Background: an optimization exercise with open tools, aiming at small area. Do not read the settings as production practice. In this exercise RTL edits were held to simulation tests only and were not proved equivalent to the original.

==> inputs of v31 <==
==> flow/design.v (excerpt) <==
module proc(
  input         clk,
  input         reset,
  input         enable_pc_external,
  output [15:0] imem_addr,
  input  [15:0] imem_data,
  output        rf_we,
  output [2:0]  rf_waddr,
  output [15:0] rf_wdata,
  output        st_valid,
  output [15:0] st_addr,
  output [15:0] st_data
);
  integer k;
  reg [15:0]  pc;
  reg [15:0]  di;               
  reg [127:0] rf;               
  reg [23:0]  tkt;              
  reg [7:0]   rob_v;            
  reg [7:0]   rob_we;           
  reg [23:0]  rob_addr;
  reg [127:0] rob_res;
  reg [2:0]   tail, head;
  reg [15:0] e_res, e_data;     
  reg [2:0]  e_dest, e_tick;
  reg        e_twe, e_st;
  reg [1:0]  e_bp;
  reg [15:0] t_res, t_data;
  reg [2:0]  t_dest, t_tick;
  reg        t_twe, t_st;
  reg [1:0]  t_bp;
  reg [2:0]  c_dest, c_tick;
  reg        c_twe, c_bp;
  reg [2:0]  w_dest, w_tick;
  reg        w_twe, w_bp;
  reg [5:0]  l_v;
  reg [17:0] l_tick;
  wire [3:0] op = di[15:12];
  wire is_nop  = op == 4'b0000;
  wire is_add  = op == 4'b0001;
  wire is_sub  = op == 4'b0010;
  wire is_mov  = op == 4'b0011;
  wire is_cmp  = op == 4'b0100;
  wire is_bnz  = op == 4'b0101;
  wire is_ld   = op == 4'b0110;
  wire is_st   = op == 4'b0111;
  wire is_long = op == 4'b1000;
  wire is_exc  = op == 4'b1111;
  wire use_a = is_add | is_sub | is_cmp | is_bnz | is_ld;
  wire use_b = is_add | is_sub | is_cmp | is_bnz;
  wire we_op = is_add | is_sub | is_mov | is_cmp | is_ld | is_long;
  wire tk_op = we_op | is_st | is_exc;
  wire [1:0] bp_op = is_ld ? 2'b10 :
                     (is_nop | is_bnz | is_st | is_exc) ? 2'b00 : 2'b01;
  wire [2:0] opa = di[8:6];
  wire [2:0] opb = di[2:0];                   
  wire [2:0] opr = is_st ? di[11:9] : di[2:0];  
  function [7:0] dec8(input [2:0] a);
    dec8 = 8'b1 << a;
  endfunction
  reg [2:0]  tka, tkb;
  reg [15:0] rfa, rfb;
  reg        ra_v, rb_v;
  reg [2:0]  ra_addr, rb_addr;
  reg [15:0] ra_res, rb_res;
  wire [7:0] opa_h = dec8(opa), opb_h = dec8(opb), opr_h = dec8(opr);
  ...
make LEC_CHECK=0 CAP_MARGIN=20 CORE_MARGIN=2 CORE_UTILIZATION=60 CTS_BUF_LIST=sky130_fd_sc_hd__clkbuf_4 PLACE_DENSITY=0.72 SLEW_MARGIN=20 finish   # period 10.0 ns
run.sh (not shown) runs the stock make flow with config.mk's settings and CLKGATE_MAP_FILE= SYNTH_SCRIPT=/design/flow/synth_recipe.tcl, a recipe that flattens the netlist after the stock synthesis.
==> inputs of v39, as changes to v31 <==
==> flow/flow/run.sh (new file) <==
#!/bin/bash
# Own layout flow. It runs the standard flow (standard.sh) with these
# changes:
#  1. after the standard synthesis, the combinational logic is re-mapped by
#     ABC with an area-oriented script (flow/resyn.ys, flow/area.abc); the
#     flip-flops are untouched black boxes, so register names and cell types
#     stay those of the standard synthesis;
#  2. ports are buffered with buf_1;
#  3. clock tree synthesis inserts no dummy loads and uses clkbuf_4 buffers.
# Each tool's output goes to a log file of its own in this folder.
set -euo pipefail
W=$(pwd)
R=$W/orfs/results/sky130hd/proc/base
LIB=$FLOW_HOME/platforms/sky130hd/lib/sky130_fd_sc_hd__tt_025C_1v80.lib
YOSYS=$FLOW_HOME/../tools/install/yosys/bin/yosys
export BUFFER_PORTS_ARGS="-buffer_cell sky130_fd_sc_hd__buf_1"
export CTS_ARGS="-sink_clustering_enable -repair_clock_nets -dont_use_dummy_load -buf_list sky130_fd_sc_hd__clkbuf_4"

bash standard.sh synth > log_1_synth.txt 2>&1
cp $R/1_2_yosys.v $R/1_2_yosys_std.v
python3 flow/genmodels.py $LIB comb_models.v > log_genmodels.txt 2>&1
sed -e "s#LIBFILE#$LIB#g" -e "s#RESULTS#$R#g" flow/resyn.ys > resyn.ys
$YOSYS -s resyn.ys > log_resyn_yosys.txt 2>&1
rm -f $R/1_synth.odb $R/1_synth.sdc
bash standard.sh synth > log_1b_synth_odb.txt 2>&1
bash standard.sh > log_2_layout.txt 2>&1
==> flow/flow/area.abc (new file) <==
strash
balance
rewrite
refactor
balance
rewrite
rewrite -z
balance
refactor -z
rewrite -z
balance
dch
&get -n
&st
&dch
&nf -R 1000 -p -F 10 -C 32
&put
==> flow/flow/genmodels.py (new file) <==
# Generate Verilog models of the combinational sky130hd cells from the liberty file.
import re, sys
lib = open(sys.argv[1]).read()
out = []
for m in re.finditer(r'\n\s*cell\s*\(\s*"?(\w+)"?\s*\)\s*\{', lib):
    name = m.group(1)
    # find the cell body by brace matching
    i = m.end(); depth = 1
    while depth:
        c = lib[i]
        if c == '{': depth += 1
        elif c == '}': depth -= 1
        i += 1
    body = lib[m.end():i]
    if re.search(r'\b(ff|latch|statetable)\s*\(', body): continue
    pins = []
    for pm in re.finditer(r'\n\s*pin\s*\(\s*"?(\w+)"?\s*\)\s*\{', body):
        j = pm.end(); d = 1
        while d:
            c = body[j]
            if c == '{': d += 1
            elif c == '}': d -= 1
            j += 1
        pb = body[pm.end():j]
        dirm = re.search(r'direction\s*:\s*"?(\w+)"?', pb)
        fm = re.search(r'function\s*:\s*"([^"]*)"', pb)
        pins.append((pm.group(1), dirm.group(1) if dirm else None, fm.group(1) if fm else None))
    outs = [p for p in pins if p[1] == 'output']
    ins = [p for p in pins if p[1] == 'input']
    if not outs or any(p[2] is None for p in outs): continue
    def conv(f):
        f = f.replace('!', '~').replace('+', '|').replace('*', '&')
        f = re.sub(r'(\w)\s+(?=[\w(~])', r'\1 & ', f)   # implicit AND by space
        f = re.sub(r'\)\s+(?=[\w(~])', ') & ', f)
        return f
    ports = [p[0] for p in ins] + [p[0] for p in outs]
    s = 'module %s(%s);\n' % (name, ', '.join(ports))
    for p in ins: s += '  input %s;\n' % p[0]
    for p in outs: s += '  output %s;\n  assign %s = %s;\n' % (p[0], p[0], conv(p[2]))
    s += 'endmodule\n'
    out.append(s)
open(sys.argv[2], 'w').write('\n'.join(out))
print(len(out), 'models')
==> flow/flow/resyn.ys (new file) <==
# Re-map the standard synthesis's combinational logic for area. The
# flip-flops are read as black boxes, so every register keeps its instance
# name and cell type; only the logic between them is re-mapped by ABC.
read_verilog comb_models.v
read_liberty -lib -ignore_redef LIBFILE
read_verilog RESULTS/1_2_yosys_std.v
hierarchy -top proc
flatten
delete t:$scopeinfo
simplemap
opt_clean
abc -script flow/area.abc -liberty LIBFILE -dont_use sky130_fd_sc_hd__lpflow_bleeder_1 -dont_use sky130_fd_sc_hd__lpflow_clkbufkapwr_1 -dont_use sky130_fd_sc_hd__lpflow_clkbufkapwr_16 -dont_use sky130_fd_sc_hd__lpflow_clkbufkapwr_2 -dont_use sky130_fd_sc_hd__lpflow_clkbufkapwr_4 -dont_use sky130_fd_sc_hd__lpflow_clkbufkapwr_8 -dont_use sky130_fd_sc_hd__lpflow_clkinvkapwr_1 -dont_use sky130_fd_sc_hd__lpflow_clkinvkapwr_16 -dont_use sky130_fd_sc_hd__lpflow_clkinvkapwr_2 -dont_use sky130_fd_sc_hd__lpflow_clkinvkapwr_4 -dont_use sky130_fd_sc_hd__lpflow_clkinvkapwr_8 -dont_use sky130_fd_sc_hd__lpflow_decapkapwr_12 -dont_use sky130_fd_sc_hd__lpflow_decapkapwr_3 -dont_use sky130_fd_sc_hd__lpflow_decapkapwr_4 -dont_use sky130_fd_sc_hd__lpflow_decapkapwr_6 -dont_use sky130_fd_sc_hd__lpflow_decapkapwr_8 -dont_use sky130_fd_sc_hd__lpflow_inputiso0n_1 -dont_use sky130_fd_sc_hd__lpflow_inputiso0p_1 -dont_use sky130_fd_sc_hd__lpflow_inputiso1n_1 -dont_use sky130_fd_sc_hd__lpflow_inputiso1p_1 -dont_use sky130_fd_sc_hd__lpflow_inputisolatch_1 -dont_use sky130_fd_sc_hd__lpflow_isobufsrc_1 -dont_use sky130_fd_sc_hd__lpflow_isobufsrc_16 -dont_use sky130_fd_sc_hd__lpflow_isobufsrc_2 -dont_use sky130_fd_sc_hd__lpflow_isobufsrc_4 -dont_use sky130_fd_sc_hd__lpflow_isobufsrc_8 -dont_use sky130_fd_sc_hd__lpflow_isobufsrckapwr_16 -dont_use sky130_fd_sc_hd__lpflow_lsbuf_lh_hl_isowell_tap_1 -dont_use sky130_fd_sc_hd__lpflow_lsbuf_lh_hl_isowell_tap_2 -dont_use sky130_fd_sc_hd__lpflow_lsbuf_lh_hl_isowell_tap_4 -dont_use sky130_fd_sc_hd__lpflow_lsbuf_lh_isowell_4 -dont_use sky130_fd_sc_hd__lpflow_lsbuf_lh_isowell_tap_1 -dont_use sky130_fd_sc_hd__lpflow_lsbuf_lh_isowell_tap_2 -dont_use sky130_fd_sc_hd__lpflow_lsbuf_lh_isowell_tap_4 -dont_use sky130_fd_sc_hd__probe_p_8 -dont_use sky130_fd_sc_hd__probec_p_8 
opt_clean -purge
setundef -zero
hilomap -singleton -hicell sky130_fd_sc_hd__conb_1 HI -locell sky130_fd_sc_hd__conb_1 LO
insbuf -buf sky130_fd_sc_hd__buf_4 A X
opt_clean -purge
rename -hide w:*.*
opt_clean -purge
tee -o resyn_stat.txt stat -liberty LIBFILE
write_verilog -noattr -nohex -nodec RESULTS/1_2_yosys.v
==> flow/standard.sh (new file) <==
#!/bin/bash
# synth_recipe.tcl (not shown) runs the flow's synth.tcl, then flattens the netlist and writes it again
# the make line also repeats each setting of config.mk as NAME=value (left out here)
make -C /OpenROAD-flow-scripts/flow DESIGN_CONFIG=/design/flow/config.mk WORK_HOME=/design/flow/orfs CLKGATE_MAP_FILE= SYNTH_SCRIPT=/design/flow/synth_recipe.tcl "${@:-finish}"
- CORE_UTILIZATION: 60 -> 55
- CTS_BUF_LIST: sky130_fd_sc_hd__clkbuf_4 -> not set
- PLACE_DENSITY: 0.72 -> 0.65
removed: flow/run.sh
==> notes <==
- v31 ran to the end with no violations. v39 finished clean.
- In v39 the die area is smaller than in v31, by about 6%.
- Routed wire length: v31 is larger than v39 (about 9%).
- In v31 the setup slack is higher than in v39, by 0.78 ns.
- Against v39, the synthesized cell count of v31 is higher by about 17%.
- Against v31, the clock skew of v39 is lower by 0.024 ns.
- Of v39 and v31, v31 has the higher cell area (gap about 13%, measured against v31).
- In v31 the fmax is higher than in v39, by about 9%.

## static timing again, ports no longer ideal
The results above use ideal ports. As a check the final layouts listed here were re-extracted and re-timed, cells and wires unchanged.
Step 1, drivers: a clkbuf_16 drives clk and a buf_2 each remaining input, both assumed.
Step 2 moves the port delays by t, midway between the first and last clock arrival at a register: inputs arrive t later, outputs are due t later. That takes back most of the time a late clock gives input paths.
Three values: ideal, step 1, step 2; two values: the first two.
| run | shift t [ns] | setup WS [ns] | worst hold slack (ns) | worst slew at a driven data input, ns |
|---|---|---|---|---|
| v31 | 0.975 | 1.368 / 1.368 / 1.368 | 0.322 / 0.322 / 0.322 | 0.05 |
| v39 | 0.930 | 0.589 / 0.589 / 0.589 | 0.293 / 0.293 / 0.293 | 0.03 |
After both steps setup and hold are still met in every run listed.
